This design comes from an exercise in tuning for a short achievable clock period and few clock cycles on the open sky130 flow, not from production work. The RTL of this run was laid out without a check of its function. No activity file was given, so power comes from the tool's default toggle rates.

`flow/design.v`:
```
`timescale 1ns / 1ps
module ShiftReg #(
    parameter STEP  = 4,
    parameter WIDTH = 1,
    parameter RST   = 1'b0
) (
    input clk,
    input rst,
    input [WIDTH-1:0] in,
    output [WIDTH-1:0] out
);
  integer i;
  reg [WIDTH-1:0] Info[STEP-1:0];
  assign out = Info[0];
  always @(posedge clk) begin
    if (rst == 1'b1) begin
      for (i = 0; i < STEP; i = i + 1) begin
        Info[i] <= RST;
      end
    end else begin
      for (i = 0; i < STEP - 1; i = i + 1) begin
        Info[i] <= Info[i+1];
      end
      Info[STEP-1] <= in;
    end
  end
endmodule
`timescale 1ns / 1ps
module controller (
    input [31:0] inst,
    output reg [3:0] isB,
    output reg PCSel,
    output reg [2:0] ImmSel,
    output reg BrUn,
    output reg ASel,
    output reg BSel,
    output reg [3:0] ALUSel,
    output reg MemRW,
    output reg RegWen,
    output reg [1:0] WBSel,
    output reg RDValid
);
  wire [4:0] opcode = inst[6:2];
  wire [2:0] funct3 = inst[14:12];
  wire funct7 = inst[30];
  always @(*) begin
    if (inst[1:0] == 2'b11) begin
      isB[3] = 1'b1;
      case (opcode)
        5'b01100: begin
          isB[2:0] = 3'b010;
          PCSel = 1'b0;
          ImmSel = 3'b000;
          BrUn = 1'b0;
          ASel = 1'b0;
          BSel = 1'b0;
          case (funct3)
            3'b000: ALUSel = (funct7 == 1'b1) ? 4'h1 : 4'h0;
            3'b111: ALUSel = 4'h4;
            3'b110: ALUSel = 4'h3;
            3'b100: ALUSel = 4'h2;
            3'b001: ALUSel = 4'h5;
            3'b010: ALUSel = 4'h9;
            3'b011: ALUSel = 4'ha;
            3'b101: ALUSel = (funct7 == 1'b1) ? 4'h7 : 4'h6;
          endcase
          MemRW  = 1'b0;
          RegWen = 1;
          WBSel  = 2'b01;
          RDValid = 1;
        end
        5'b00100: begin
          isB[2:0] = 3'b010;
          PCSel = 1'b0;
          ImmSel = 3'b000;
          BrUn = 1'b0;
          ASel = 1'b0;
          BSel = 1'b1;
          case (funct3)
            3'b000: ALUSel = 4'h0;
            3'b111: ALUSel = 4'h4;
            3'b110: ALUSel = 4'h3;
            3'b100: ALUSel = 4'h2;
            3'b001: ALUSel = 4'h5;
            3'b010: ALUSel = 4'h9;
            3'b011: ALUSel = 4'ha;
            3'b101: ALUSel = (funct7 == 1'b1) ? 4'h7 : 4'h6;
          endcase
          MemRW  = 1'b0;
          RegWen = 1;
          WBSel  = 2'b01;
          RDValid = 1;
        end
        5'b11000: begin
          isB[2:0] = funct3;
          PCSel = 1'b0;
          ImmSel = 3'b010;
          case (funct3)
            3'b110, 3'b111: BrUn = 1'b1;
            default: BrUn = 1'b0;
          endcase
          ASel   = 1'b1;
          BSel   = 1'b1;
          ALUSel = 4'h0;
          MemRW  = 1'b0;
          RegWen = 0;
          WBSel  = 2'b01;
          RDValid = 0;
        end
        5'b00000: begin
          isB[2:0]    = 3'b010;
          PCSel  = 1'b0;
          ImmSel = 3'b000;
          BrUn   = 1'b0;
          ASel   = 1'b0;
          BSel   = 1'b1;
          ALUSel = 4'h0;
          MemRW  = 1'b0;
          case (funct3)
            3'b000, 3'b001, 3'b010, 3'b100, 3'b101: RegWen = 1;
            default: RegWen = 0;
          endcase
          WBSel = 2'b00;
          RDValid = 1;
        end
        5'b01000: begin
          isB[2:0]    = 3'b010;
          PCSel  = 1'b0;
          ImmSel = 3'b001;
          BrUn   = 1'b0;
          ASel   = 1'b0;
          BSel   = 1'b1;
          ALUSel = 4'h0;
          case (funct3)
            3'b000, 3'b001, 3'b010: MemRW = 1'b1;
            default: MemRW = 1'b0;
          endcase
          RegWen = 0;
          WBSel  = 2'b00;
          RDValid = 0;
        end
        5'b11001: begin
          isB[2:0]    = 3'b011;
          PCSel  = 1'b1;
          ImmSel = 3'b000;
          BrUn   = 1'b0;
          ASel   = 1'b0;
          BSel   = 1'b1;
          ALUSel = 4'h0;
          MemRW  = 1'b0;
          case (funct3)
            3'b000: RegWen = 1;
            default: RegWen = 0;
          endcase
          WBSel = 2'b10;
          RDValid = 1;
        end
        5'b11011: begin
          isB[2:0]    = 3'b011;
          PCSel  = 1'b1;
          ImmSel = 3'b011;
          BrUn   = 1'b0;
          ASel   = 1'b1;
          BSel   = 1'b1;
          ALUSel = 4'h0;
          MemRW  = 1'b0;
          RegWen = 1;
          WBSel  = 2'b10;
          RDValid = 1;
        end
        5'b01101: begin
          isB    = 3'b010;
          PCSel  = 1'b0;
          ImmSel = 3'b100;   
          BrUn   = 1'b0;
          ASel   = 1'b1;
          BSel   = 1'b1;
          ALUSel = 4'h8;
          MemRW  = 1'b0;
          RegWen = 1;
          WBSel  = 2'b01;
          RDValid = 1;
        end
        5'b00101: begin
          isB    = 3'b010;
          PCSel  = 1'b0;
          ImmSel = 3'b100;   
          BrUn   = 1'b0;
          ASel   = 1'b1;
          BSel   = 1'b1;
          ALUSel = 4'h0;
          MemRW  = 1'b0;
          RegWen = 1;
          WBSel  = 2'b01;
          RDValid = 1;
        end
        default: begin
          isB[2:0]    = 3'b010;
          PCSel  = 1'b0;
          ImmSel = 3'b000;
          BrUn   = 1'b0;
          ASel   = 1'b1;
          BSel   = 1'b1;
          ALUSel = 4'h0;
          MemRW  = 1'b0;
          RegWen = 0;
          WBSel  = 2'b01;
          RDValid = 0;
        end
      endcase
    end else begin
      isB[3]    = 1'b0;
      isB[2:0] = 3'b010;
      PCSel  = 1'b0;
      ImmSel = 3'b000;
      BrUn   = 1'b0;
      ASel   = 1'b1;
      BSel   = 1'b1;
      ALUSel = 4'h0;
      MemRW  = 1'b0;
      RegWen = 0;
      WBSel  = 2'b01;
      RDValid = 1'b0;
    end
  end
endmodule
`timescale 1ns / 1ps
module regs (
    input clk,
    input rst,
    input [4:0] AddrA,
    input [4:0] AddrB,
    input [4:0] AddrD,
    input RegWEn,
    input [31:0] DataD,
    output [31:0] DataA,
    output [31:0] DataB
);
  integer i;
  reg [31:0] registers[31:0];
  wire hitA = (RegWEn == 1'b1) && (AddrD == AddrA);
  wire hitB = (RegWEn == 1'b1) && (AddrD == AddrB);
  assign DataA = (AddrA == 5'b00000) ? 32'h00000000 : (hitA ? DataD : registers[AddrA]);
  assign DataB = (AddrB == 5'b00000) ? 32'h00000000 : (hitB ? DataD : registers[AddrB]);
  always @(posedge clk) begin
    if (rst == 1) begin
      for (i = 0; i < 32; i = i + 1) begin
        registers[i] <= 32'h00000000;
      end
      registers[1] <= 32'h00010ffc;
      registers[2] <= 32'h00010054;
      registers[8] <= 32'h00010054;
    end else begin
      if (RegWEn == 1) begin
        registers[AddrD] <= DataD;
      end
    end
  end
endmodule
`timescale 1ns / 1ps
module ImmGen (
    input [24:0] inst_imm,
    input [2:0] ImmSel,
    output reg [31:0] imm
);
  always @(*) begin
    case (ImmSel)
      3'b000: begin
          imm[11:0]  = inst_imm[24:13];
          imm[31:12] = {(32 - 12) {imm[11]}};
      end
      3'b001: begin
        imm[11:5]  = inst_imm[24:18];
        imm[4:0]   = inst_imm[4:0];
        imm[31:12] = {(32 - 12) {imm[11]}};
      end
      3'b010: begin
        imm[12] = inst_imm[24];
        imm[11] = inst_imm[0];
        imm[10:5] = inst_imm[23:18];
        imm[4:1] = inst_imm[4:1];
        imm[0] = 1'b0;
        imm[31:13] = {(32 - 13) {imm[12]}};
      end
      3'b011: begin
        imm[20] = inst_imm[24];
        imm[19:12] = inst_imm[12:5];
        imm[11] = inst_imm[13];
        imm[10:1] = inst_imm[23:14];
        imm[0] = 1'b0;
        imm[31:21] = {(32 - 21) {imm[20]}};
      end
      3'b100: begin
        imm[31:12] = inst_imm[24:5];
        imm[11:0]  = 12'h000;
      end
      3'b101: begin
        imm[31:12] = inst_imm[24:5];
        imm[11:0]  = 12'h000;
      end
      default: imm[31:0] = 32'h00000000;
    endcase
  end
endmodule
`timescale 1ns / 1ps
module BranchComp (
    input [31:0] DataA,
    input [31:0] DataB,
    input BrUn,
    output reg BrEQ,
    output reg BrLT
);
  always @(*) begin
    if (DataA == DataB) begin
      BrEQ = 1'b1;
      BrLT = 1'b0;
    end else begin
      BrEQ = 1'b0;
      case (BrUn)
        1'b1: begin
          if (DataA < DataB) begin
            BrLT = 1'b1;
          end else begin
            BrLT = 1'b0;
          end
        end
        1'b0: begin
          if ($signed(DataA) < $signed(DataB)) begin
            BrLT = 1'b1;
          end else begin
            BrLT = 1'b0;
          end
        end
      endcase
    end
  end
endmodule
`timescale 1ns / 1ps
module BranchController (
    input [3:0] isB,
    input BrEQ,
    input BrLT,
    input PCSel_In,
    output reg PCSel_Out,
    output reg Clear
);
  always @(*) begin
    if (isB[3] == 1'b0) begin
      PCSel_Out = 1'b0;
      Clear = 1'b1;
    end else begin
      case (isB[2:0])
        3'b011: begin
          PCSel_Out = 1'b1;
          Clear = 1'b0;
        end
        3'b010: begin
          PCSel_Out = PCSel_In;
          Clear = 1'b1;
        end
        3'b000: begin
          PCSel_Out = (BrEQ) ? 1'b1 : 1'b0;
          Clear = (BrEQ) ? 1'b0 : 1'b1;
        end
        3'b001: begin
          PCSel_Out = (BrEQ) ? 1'b0 : 1'b1;
          Clear = (BrEQ) ? 1'b1 : 1'b0;
        end
        3'b100: begin
          PCSel_Out = (BrLT) ? 1'b1 : 1'b0;
          Clear = (BrLT) ? 1'b0 : 1'b1;
        end
        3'b101: begin
          PCSel_Out = (BrLT) ? 1'b0 : 1'b1;
          Clear = (BrLT) ? 1'b1 : 1'b0;
        end
        3'b110: begin
          PCSel_Out = (BrLT) ? 1'b1 : 1'b0;
          Clear = (BrLT) ? 1'b0 : 1'b1;
        end
        3'b111: begin
          PCSel_Out = (BrLT) ? 1'b0 : 1'b1;
          Clear = (BrLT) ? 1'b1 : 1'b0;
        end
      endcase
    end
  end
endmodule
`timescale 1ns / 1ps
module alu (
    input [31:0] op1,
    input [31:0] op2,
    input [3:0] ALUSel,
    output reg [31:0] res
);
  wire [31:0] srlres;
  wire [31:0] srlmask;
  assign srlres = op1 >> op2[4:0];
  assign srlmask = 32'hffffffff >> op2[4:0];
  always @(*) begin
    case (ALUSel)
      4'h0: begin
        res = op1 + op2;
      end
      4'h1: begin
        res = op1 - op2;
      end
      4'h2: begin
        res = op1 ^ op2;
      end
      4'h3: begin
        res = op1 | op2;
      end
      4'h4: begin
        res = op1 & op2;
      end
      4'h5: begin
        res = op1 << op2[4:0];
      end
      4'h6: begin
        res = srlres;
      end
      4'h7: begin
        res = srlres | ({32{op1[31]}} & (~srlmask));
      end
      4'h8: begin
        res = op2;
      end
      4'h9: begin
        res = {32{(~($signed(op1) >= $signed(op2)))}} & 32'h1;
      end
      4'ha: begin
        res = {32{(~(op1 >= op2))}} & 32'h1;
      end
      default: res = 32'h11111111;
    endcase
  end
endmodule
`timescale 1ns / 1ps
module DataSel (
    input  [31:0] DataIn,
    input  [ 1:0] Offset,
    input  [ 2:0] DataSel,
    output reg [31:0] DataOut
);
  localparam [31:0] ByteSel = 32'h000000ff;
  localparam [31:0] HalfSel = 32'h0000ffff;
  wire [31:0] Shifted = DataIn >> {Offset, 3'b000};
  always @(*) begin
    case (DataSel)
      3'b000:  DataOut = ((Shifted & ByteSel) | ({32{Shifted[7]}}) & (~ByteSel));
      3'b001:  DataOut = ((Shifted & HalfSel) | ({32{Shifted[15]}}) & (~HalfSel));
      3'b010:  DataOut = DataIn;
      3'b100: DataOut = Shifted & ByteSel;
      3'b101: DataOut = Shifted & HalfSel;
      default: DataOut = 32'h00000000;
    endcase
  end
endmodule
`timescale 1ns / 1ps
module Forward (
    input [4:0] Addr,
    input [4:0] AddrD4,
    input RDValid4,
    input [4:0] AddrD5,
    input RDValid5,
    input WBSel4,
    input WBSel5,
    input [31:0] DataALU4,
    input [31:0] DataALU5,
    input [31:0] DataMem4,
    input [31:0] DataMem5,
    input [31:0] DataIn,
    output [31:0] DataOut
);
  wire [1:0] ForwardSel;
  assign ForwardSel[1] = (Addr == AddrD5) & (RDValid5 == 1'b1);   
  assign ForwardSel[0] = (Addr == AddrD4) & (RDValid4 == 1'b1);   
  wire [31:0] DataForward4 = (WBSel4 == 1'b1) ? DataALU4 : DataMem4;
  wire [31:0] DataForward5 = (WBSel5 == 1'b1) ? DataALU5 : DataMem5;
  wire [31:0] DataForward = (ForwardSel[0]) ? DataForward4 : DataForward5;
  assign DataOut = (Addr == 5'b00000) ? 5'b00000 : ((ForwardSel[0] | ForwardSel[1]) ? DataForward : DataIn);
endmodule
`timescale 1ns / 1ps
module writeback (
    input [31:0] rd,
    input [31:0] mem,
    input [31:0] pc,
    input [1:0] WBSel,
    output reg [31:0] wb
);
  always @(*) begin
    case (WBSel)
      2'b01: wb = rd;
      2'b00: wb = mem;
      2'b10: wb = pc + 32'h00000004;
      default: wb = rd;
    endcase
  end
endmodule
`timescale 1ns / 1ps
module datapath (
    input clk,
    input rst,
    input [31:0] inst,
    input [31:0] l_data,
    output [31:0] addr_inst,
    output reg [31:0] addr_data,
    output reg [31:0] s_data,
    output reg mem_rw,
    output reg [3:0] mem_be
);
  reg [31:0] pc;
  assign addr_inst = pc;
  reg [3:0] isB_buf[1:0];
  reg mem_rw_buf[2:0];
  reg reg_w_en_buf[3:0];
  wire [4:0] addr_a2;
  wire [4:0] addr_b2;
  reg [4:0] addr_a3;
  reg [4:0] addr_b3;
  wire [4:0] addr_d4;
  reg [4:0] addr_d5;
  wire rd_valid_ctrl;
  reg rd_valid[3:0];
  reg [31:0] alu_out_wb;
  reg [31:0] l_data_reg;
  reg [1:0] wb_sel;
  wire [31:0] pc_n;
  wire pc_sel;
  wire [31:0] alu_out;
  assign pc_n = (pc_sel == 1'b0) ? (pc + 32'h00000004) : {alu_out[31:1], 1'b0};
  wire [31:0] s_data_selected;
  wire [3:0] mem_be_selected;
  wire clr;
  wire [3:0] isB;
  wire [3:0] isB_ctrl;
  assign isB = isB_buf[1];
  wire mem_rw_ctrl;
  wire [31:0] l_data_selected;
  wire reg_w_en;
  wire reg_w_en_ctrl;
  assign reg_w_en = reg_w_en_buf[3];
  wire [1:0] wb_sel_forward;
  always @(posedge clk) begin
    if (rst == 0) begin
      pc <= pc_n;
      addr_data <= alu_out;
      s_data <= s_data_selected;
      mem_be <= mem_be_selected;
      alu_out_wb <= addr_data;
      l_data_reg <= l_data_selected;
      isB_buf[1] <= (clr == 1'b1) ? isB_buf[0] : 4'h0;
      isB_buf[0] <= (clr == 1'b1) ? isB_ctrl : 4'h0;
      mem_rw <= mem_rw_buf[1];
      mem_rw_buf[1] <= mem_rw_buf[0] & clr;
      mem_rw_buf[0] <= mem_rw_ctrl & clr;
      reg_w_en_buf[3] <= reg_w_en_buf[2];
      reg_w_en_buf[2] <= reg_w_en_buf[1];
      reg_w_en_buf[1] <= reg_w_en_buf[0] & clr;
      reg_w_en_buf[0] <= reg_w_en_ctrl & clr;
      wb_sel <= wb_sel_forward;
      addr_a3 <= addr_a2;
      addr_b3 <= addr_b2;
      addr_d5 <= addr_d4;
      rd_valid[3] <= rd_valid[2];
      rd_valid[2] <= rd_valid[1];
      rd_valid[1] <= rd_valid[0] & clr;
      rd_valid[0] <= rd_valid_ctrl & clr;
    end else begin
      pc <= 32'h00010054;
      addr_data <= 32'h00000000;
      s_data <= 32'h00000000;
      mem_be <= 4'h0;
      mem_rw <= 1'b0;
      isB_buf[0] <= 4'h0;
      isB_buf[1] <= 4'h0;
      mem_rw_buf[0] <= 1'b0;
      mem_rw_buf[1] <= 1'b0;
      reg_w_en_buf[0] <= 1'b0;
      reg_w_en_buf[1] <= 1'b0;
      reg_w_en_buf[2] <= 1'b0;
      reg_w_en_buf[3] <= 1'b0;
      addr_d5 <= 5'b11111;
      alu_out_wb <= 32'h00000000;
      l_data_reg <= 32'h00000000;
      wb_sel <= 2'b11;
      rd_valid[0] <= 1'b0;
      rd_valid[1] <= 1'b0;
      rd_valid[2] <= 1'b0;
      rd_valid[3] <= 1'b0;
      addr_a3 <= 5'b00000;
      addr_b3 <= 5'b00000;
    end
  end
  wire [31:0] pc_alu;
  ShiftReg #(
      .STEP (2),
      .WIDTH(32),
      .RST  (32'h00000000)
  ) pc_alu_sr (
      .clk(clk),
      .rst(rst),
      .in (pc),
      .out(pc_alu)
  );
  wire [31:0] pc_wb;
  ShiftReg #(
      .STEP (2),
      .WIDTH(32),
      .RST  (32'h00000000)
  ) pc_wb_sr (
      .clk(clk),
      .rst(rst),
      .in (pc_alu),
      .out(pc_wb)
  );
  wire [4:0] addr_a1;
  assign addr_a1 = inst[19:15];
  ShiftReg #(
      .STEP (1),
      .WIDTH(5),
      .RST  (5'b00000)
  ) addr_a_sr (
      .clk(clk),
      .rst(rst),
      .in (addr_a1),
      .out(addr_a2)
  );
  wire [4:0] addr_b1;
  assign addr_b1 = inst[24:20];
  ShiftReg #(
      .STEP (1),
      .WIDTH(5),
      .RST  (5'b00000)
  ) addr_b_sr (
      .clk(clk),
      .rst(rst),
      .in (addr_b1),
      .out(addr_b2)
  );
  wire [4:0] addr_d1;
  assign addr_d1 = inst[11:7];
  ShiftReg #(
      .STEP (3),
      .WIDTH(5),
      .RST  (5'b00000)
  ) addr_d_sr (
      .clk(clk),
      .rst(rst),
      .in (addr_d1),
      .out(addr_d4)
  );
  wire pc_sel_ctrl;
  wire [2:0] imm_sel_ctrl;
  wire br_un_ctrl;
  wire asel_ctrl;
  wire bsel_ctrl;
  wire [3:0] alu_sel_ctrl;
  wire [1:0] wb_sel_ctrl;
  controller my_controller (
      .inst(inst),
      .isB(isB_ctrl),
      .PCSel(pc_sel_ctrl),
      .ImmSel(imm_sel_ctrl),
      .BrUn(br_un_ctrl),
      .ASel(asel_ctrl),
      .BSel(bsel_ctrl),
      .ALUSel(alu_sel_ctrl),
      .MemRW(mem_rw_ctrl),
      .RegWen(reg_w_en_ctrl),
      .WBSel(wb_sel_ctrl),
      .RDValid(rd_valid_ctrl)
  );
  wire pc_sel_branch;
  ShiftReg #(
      .STEP (2),
      .WIDTH(1),
      .RST  (1'b0)
  ) pc_sel_sr (
      .clk(clk),
      .rst(rst),
      .in (pc_sel_ctrl),
      .out(pc_sel_branch)
  );
  wire [2:0] imm_sel;
  ShiftReg #(
      .STEP (2),
      .WIDTH(3),
      .RST  (3'b000)
  ) imm_sel_sr (
      .clk(clk),
      .rst(rst),
      .in (imm_sel_ctrl),
      .out(imm_sel)
  );
  wire br_un_branch;
  ShiftReg #(
      .STEP (2),
      .WIDTH(1),
      .RST  (1'b0)
  ) br_un_sr (
      .clk(clk),
      .rst(rst),
      .in (br_un_ctrl),
      .out(br_un_branch)
  );
  wire asel;
  ShiftReg #(
      .STEP (2),
      .WIDTH(1),
      .RST  (1'b0)
  ) asel_sr (
      .clk(clk),
      .rst(rst),
      .in (asel_ctrl),
      .out(asel)
  );
  wire bsel;
  ShiftReg #(
      .STEP (2),
      .WIDTH(1),
      .RST  (1'b0)
  ) bsel_sr (
      .clk(clk),
      .rst(rst),
      .in (bsel_ctrl),
      .out(bsel)
  );
  wire [3:0] alu_sel;
  ShiftReg #(
      .STEP (2),
      .WIDTH(4),
      .RST  (4'h0)
  ) alu_sel_sr (
      .clk(clk),
      .rst(rst),
      .in (alu_sel_ctrl),
      .out(alu_sel)
  );
  ShiftReg #(
      .STEP (3),
      .WIDTH(2),
      .RST  (2'b01)
  ) wb_sel_sr (
      .clk(clk),
      .rst(rst),
      .in (wb_sel_ctrl),
      .out(wb_sel_forward)
  );
  wire [2:0] data_sel_ctrl;
  assign data_sel_ctrl = inst[14:12];
  wire [2:0] data_sel_store;
  wire [2:0] data_sel_load;
  ShiftReg #(
      .STEP (2),
      .WIDTH(3),
      .RST  (3'b010)
  ) data_sel_store_sr (
      .clk(clk),
      .rst(rst),
      .in (data_sel_ctrl),
      .out(data_sel_store)
  );
  ShiftReg #(
      .STEP (1),
      .WIDTH(3),
      .RST  (3'b010)
  ) data_sel_load_sr (
      .clk(clk),
      .rst(rst),
      .in (data_sel_store),
      .out(data_sel_load)
  );
  wire [24:0] imm_src;
  ShiftReg #(
      .STEP (2),
      .WIDTH(25),
      .RST  (25'b0)
  ) imm_src_sr (
      .clk(clk),
      .rst(rst),
      .in (inst[31:7]),
      .out(imm_src)
  );
  wire [31:0] wb;
  wire [31:0] data_a2;
  wire [31:0] data_b2;
  regs my_regs (
      .clk(clk),
      .rst(rst),
      .AddrA(addr_a2),
      .AddrB(addr_b2),
      .AddrD(addr_d5),
      .RegWEn(reg_w_en),
      .DataD(wb),
      .DataA(data_a2),
      .DataB(data_b2)
  );
  wire [31:0] data_a3_forward;
  wire [31:0] data_a3;
  ShiftReg #(
      .STEP (1),
      .WIDTH(32),
      .RST  (32'h00000000)
  ) data_a_sr (
      .clk(clk),
      .rst(rst),
      .in (data_a2),
      .out(data_a3)
  );
  wire [31:0] data_b3_forward;
  wire [31:0] data_b3;
  ShiftReg #(
      .STEP (1),
      .WIDTH(32),
      .RST  (32'h00000000)
  ) data_b_sr (
      .clk(clk),
      .rst(rst),
      .in (data_b2),
      .out(data_b3)
  );
  wire br_eq;
  wire br_lt;
  BranchComp my_bc (
      .DataA(data_a3_forward),
      .DataB(data_b3_forward),
      .BrUn (br_un_branch),
      .BrEQ (br_eq),
      .BrLT (br_lt)
  );
  wire [31:0] imm;
  ImmGen my_ig (
      .inst_imm(imm_src),
      .ImmSel(imm_sel),
      .imm(imm)
  );
  wire [31:0] alu_in1;
  Forward af (
      .Addr(addr_a3),
      .AddrD4(addr_d4),
      .RDValid4(rd_valid[2]),
      .AddrD5(addr_d5),
      .RDValid5(rd_valid[3]),
      .WBSel4(wb_sel_forward[0]),
      .WBSel5(wb_sel[0]),
      .DataALU4(addr_data),
      .DataALU5(alu_out_wb),
      .DataMem4(l_data_selected),
      .DataMem5(l_data_reg),
      .DataIn(data_a3),
      .DataOut(data_a3_forward)
  );
  assign alu_in1 = (asel == 1'b1) ? pc_alu : data_a3_forward;
  wire [31:0] alu_in2;
  Forward bf (
      .Addr(addr_b3),
      .AddrD4(addr_d4),
      .RDValid4(rd_valid[2]),
      .AddrD5(addr_d5),
      .RDValid5(rd_valid[3]),
      .WBSel4(wb_sel_forward[0]),
      .WBSel5(wb_sel[0]),
      .DataALU4(addr_data),
      .DataALU5(alu_out_wb),
      .DataMem4(l_data_selected),
      .DataMem5(l_data_reg),
      .DataIn(data_b3),
      .DataOut(data_b3_forward)
  );
  assign alu_in2 = (bsel == 1'b0) ? data_b3_forward : imm;
  alu my_alu (
      .op1(alu_in1),
      .op2(alu_in2),
      .ALUSel(alu_sel),
      .res(alu_out)
  );
  assign s_data_selected = (data_sel_store == 3'b000) ? {4{data_b3_forward[7:0]}} :
                           ((data_sel_store == 3'b001) ? {2{data_b3_forward[15:0]}} : data_b3_forward);
  assign mem_be_selected = (data_sel_store == 3'b000) ? (4'b0001 << alu_out[1:0]) :
                           ((data_sel_store == 3'b001) ? (alu_out[1] ? 4'b1100 : 4'b0011) : 4'b1111);
  BranchController my_bctrl (
      .isB(isB),
      .BrEQ(br_eq),
      .BrLT(br_lt),
      .PCSel_In(pc_sel_branch),
      .PCSel_Out(pc_sel),
      .Clear(clr)
  );
  DataSel my_load_ds (
      .DataIn (l_data),
      .Offset (addr_data[1:0]),
      .DataSel(data_sel_load),
      .DataOut(l_data_selected)
  );
  writeback my_wb (
      .rd(alu_out_wb),
      .mem(l_data_reg),
      .pc(pc_wb),
      .WBSel(wb_sel),
      .wb(wb)
  );
endmodule
```
`flow/run.sh`:
```
#!/bin/bash
# synth_recipe.tcl (not shown) runs the flow's synth.tcl, then flattens the netlist and writes it again
# the make line also repeats each setting of config.mk as NAME=value (left out here)
make -C /OpenROAD-flow-scripts/flow DESIGN_CONFIG=/design/flow/config.mk WORK_HOME=/design/flow/orfs CLKGATE_MAP_FILE= SYNTH_SCRIPT=/design/flow/synth_recipe.tcl finish
```
`flow/config.mk`:
```
export PLATFORM = sky130hd
export DESIGN_NAME = datapath
export DESIGN_NICKNAME = datapath
export VERILOG_FILES = /design/flow/design.v
export SDC_FILE = /design/flow/constraint.sdc
export NUM_CORES = 8
export LEC_CHECK = 0
export CAP_MARGIN = 20
export CORE_MARGIN = 2
export CORE_UTILIZATION = 40
export PLACE_DENSITY = 0.6
export SLEW_MARGIN = 20
```
`flow/constraint.sdc`:
```
create_clock -name core_clock -period 10.0 [get_ports {clk}]
set_input_delay 2.0000 -clock core_clock [delete_from_list [all_inputs] [get_ports {clk}]]
set_output_delay 2.0000 -clock core_clock [all_outputs]
set_load 0.01 [all_outputs]
```
==> impl_metrics.env <==
export IMPL_ys_top_cells_by_count="1472 x nor2_1, 992 x edfxtp_1, 642 x mux4_2, 497 x dfxtp_1, 484 x clkbuf_1"
export IMPL_die_height_um=457
export IMPL_tightest_slew_ns=1.21
export IMPL_antenna_found_initial=22
export IMPL_antenna_left=0
export IMPL_hpwl_um=243000
export IMPL_seq_area_frac_synth=0.483
export IMPL_async_flop_share=0
export IMPL_initialDrtViolationCount=8307
export IMPL_grt_pass1_vias=62000
export IMPL_fin_area_mm2=0.0922
export IMPL_max_vdd_ir_drop_mv=0.172
export IMPL_holdCritPathClass="flop to flop"
export IMPL_hold_violations=0
export IMPL_synth_edff_count=992
export IMPL_final_nets=7308
export IMPL_setup_viol=0
export IMPL_cts_tree="yes"
export IMPL_clock_skew_ns=0.0680
export IMPL_ys_types=128
export IMPL_p_per_area_mw_per_mm2=163
export IMPL_grt_overflow=0
export IMPL_synth_most_common_cell="nor2_1"
export IMPL_largest_reg_flops=1024
export IMPL_cts_buffer_depth=3
export IMPL_area_growth_synth_to_final_pct=12.1
export IMPL_place_area_mm2=0.0870
export IMPL_worstPathMaxFanout=10
export IMPL_drc=0
export IMPL_cts_buffers=161
export IMPL_post_cts_setup_buffer_count=0
export IMPL_die_width_um=457
export IMPL_clock_sinks=1489
export IMPL_clkTransAtPathRegs_ns=0.06
export IMPL_avgViaCountPerCell=6.42
export IMPL_grt_max_degree=190
export IMPL_cts_root_buf="clkbuf_16"
export IMPL_ys_seq_elements=1489
export IMPL_dr_total_vias=63800
export IMPL_totalWireLength_um=352000
export IMPL_drv_slew=0
export IMPL_crit_top_cell="a21oi_1"
export IMPL_cts_hold_buf=0
export IMPL_rows=166
export IMPL_synth_flop_cell="edfxtp_1"
export IMPL_max_freq_mhz=121
export IMPL_drive_above_1_share=0.193
export IMPL_cpPeakStageDelay_ns=0.81
export IMPL_period_needed_ns=8.26
export IMPL_cp_start_kind="input pin"
export IMPL_largest_register="my_regs.registers"
export IMPL_synth_top_cells_by_area="edfxtp_1 36%, mux4_2 18%, dfxtp_1 12%"
export IMPL_netlist_area_mm2=0.0823
export IMPL_synth_fp_nets=7378
export IMPL_cts_repair_resize_count=0
export IMPL_yosysWarnings=39
export IMPL_max_slew_margin=0.190
export IMPL_io_buffers=165
export IMPL_top_regs="my_regs.registers x1024, pc_alu_sr.Info x62, pc_wb_sr.Info x62"
export IMPL_status="finished clean"
export IMPL_end_kind="flop"
export IMPL_synth_top_cell_area_share=0.362
export IMPL_cp_slowest_cell="o41ai_1"
export IMPL_p_leak_nw=31.4
export IMPL_clock_latency_ns=0.83
export IMPL_maxCapViolCount=0
export IMPL_initial_core_util=0.402
export IMPL_critPathKind="input pin to flop"
export IMPL_core_mm2=0.205
export IMPL_tns_ns=0
export IMPL_crit_chain="clkdlybuf4s50_1 > mux2_2 > a221oi_1 > a21oi_1 > and2_1 > o21ai_0 > a2bb2oi_1 > buf_4 > inv_1 > ha_1 > inv_1 > a21oi_1 > a2111oi_0 > o41ai_1 > and3_1 > nor3_1 > or4b_2 > a21oi_1 > a211oi_2 > o221a_2 > a221oi_1"
export IMPL_critPathRequiredTime_ns=10.70
export IMPL_grt_pass1_wl_um=488000
export IMPL_synthCells=7179
export IMPL_arrival_ns=8.96
export IMPL_pre_cts_ws_ns=1.02
export IMPL_grt_use_total=0.330
export IMPL_power_mw=15.0
export IMPL_fin_ws_ns=1.74
export IMPL_first_pass_iters=8
export IMPL_die_area_mm2=0.209
export IMPL_routabilityCongestion=1.05
export IMPL_synth_largest_area_cell="edfxtp_1"
export IMPL_wl_per_cell_um=35.4
export IMPL_fill_cells=18700
export IMPL_post_route_period_util=0.826
export IMPL_num_io_pins=167
export IMPL_rsz0062_at_grt="no"
export IMPL_post_route_util=0.451
export IMPL_cts_htree_levels=4
export IMPL_synth_area_per_cell_um2=11.5
critical path: cells and delay by family:
family                   cells  cell delay (ns)
AO/OA/AOI/OAI               11             4.04
adder cells (fa/ha/maj)      1             0.48
buffers and inverters        4             0.82
multiplexers                 1             0.31
AND/OR/NAND/NOR              4             1.29
kinds of logic (layout without fill, tap and decap cells):
logic type | Yosys count | in the layout | synth area share
and+or+nand+nor | 2555 | 2555 | 0.139
DFF | 1489 | 1489 | 0.483
AOI/OAI and AO/OA | 1246 | 1246 | 0.102
muxes | 887 | 887 | 0.207
buffers and inverters | 777 | 841 | 0.0386
adders and majority gates | 133 | 133 | 0.0204
xor gates and xnor gates | 91 | 91 | 0.00969
other | 1 | 7 | 0.0000456
per-stage QoR:
step	cells	hold slack, ns
floorplan	7179	0.389
global route	9931	0.417
finish	9937	0.395
detailed placement	9634	0.403
global placement	9632	0.400
CTS	9931	0.404
per-layer routing:
layer | part of all wire | global-route usage
met1 | 0.36 | 0.414
met2 | 0.47 | 0.524
met3 | 0.096 | 0.0686
met4 | 0.074 | 0.206
met5 | 0.000031 | 0
worst paths after layout:
path              depth (start not counted)                   end  slack (ns)                 start
setup reg to reg                         21             mem_be[1]        2.18          addr_data[1]
hold reg to reg                           1  wb_sel_sr.Info[1][0]        0.40  wb_sel_sr.Info[2][0]
hold / removal                            1  wb_sel_sr.Info[1][0]        0.40  wb_sel_sr.Info[2][0]
setup / recovery                         21             mem_be[1]        1.74            l_data[25]
final cells by class:
class                      instances  area (µm²)  share of cell area
antenna                            6        15.0            0.000163
clock inverter                    68         648             0.00703
timing repair buffer             416        3650              0.0396
inverter                         128         489             0.00530
tap                             2688        3360              0.0365
clock buffer                     229        4540              0.0493
sequential                      1489       39800               0.431
multi-input combinational       4913       39800               0.431
where the power goes:
part | internal [mW] | total, mW | switching [mW]
clock | 3.34 | 5.94 | 2.60
combinational | 0.795 | 2.14 | 1.34
sequential | 6.76 | 6.95 | 0.194
total | 10.9 | 15.0 | 4.14
cell usage in the layout, fill, tap and decap left out, drive strengths merged, types with 51 or more instances in the layout:
cell and n:
a211oi 141, a21o 59, a21oi 325, and2 66
buf 252, clkbuf 229, clkdlybuf4s50 164, clkinv 55
dfxtp 497, edfxtp 992, ha 131, inv 131
mux2i 203, mux4 642, nand2 343, nand3 85
nor2 1476, nor2b 293, nor3 97, o211ai 51
o21ai 249, xnor2 59

## separate check: timing with driven ports
How much do the figures lean on ideal ports? The routed layout below was timed once more, with nothing changed but the port constraints.
Step 1 sets driving cells, clkbuf_16 on the clock port and buf_2 on the other inputs (assumed; they add their load-dependent delay and slew).
Step 2, shift: input delay + t, output delay - t, t = (earliest + latest rising clock arrival at the registers) / 2. This alone moves slack from input paths to output paths.
Three values: ideal ports, drivers, drivers and shift; two values: the first two.
t, ns: 0.877
setup slack, ns: 1.735 / 1.790 / 0.914
worst slew at a driven data input, ns: 0.07
cell pins on the clock port's net: 1
After both steps this run still meets setup and hold. The setup slack of this run moves by +0.055 ns with the drivers and by -0.821 ns with both steps.
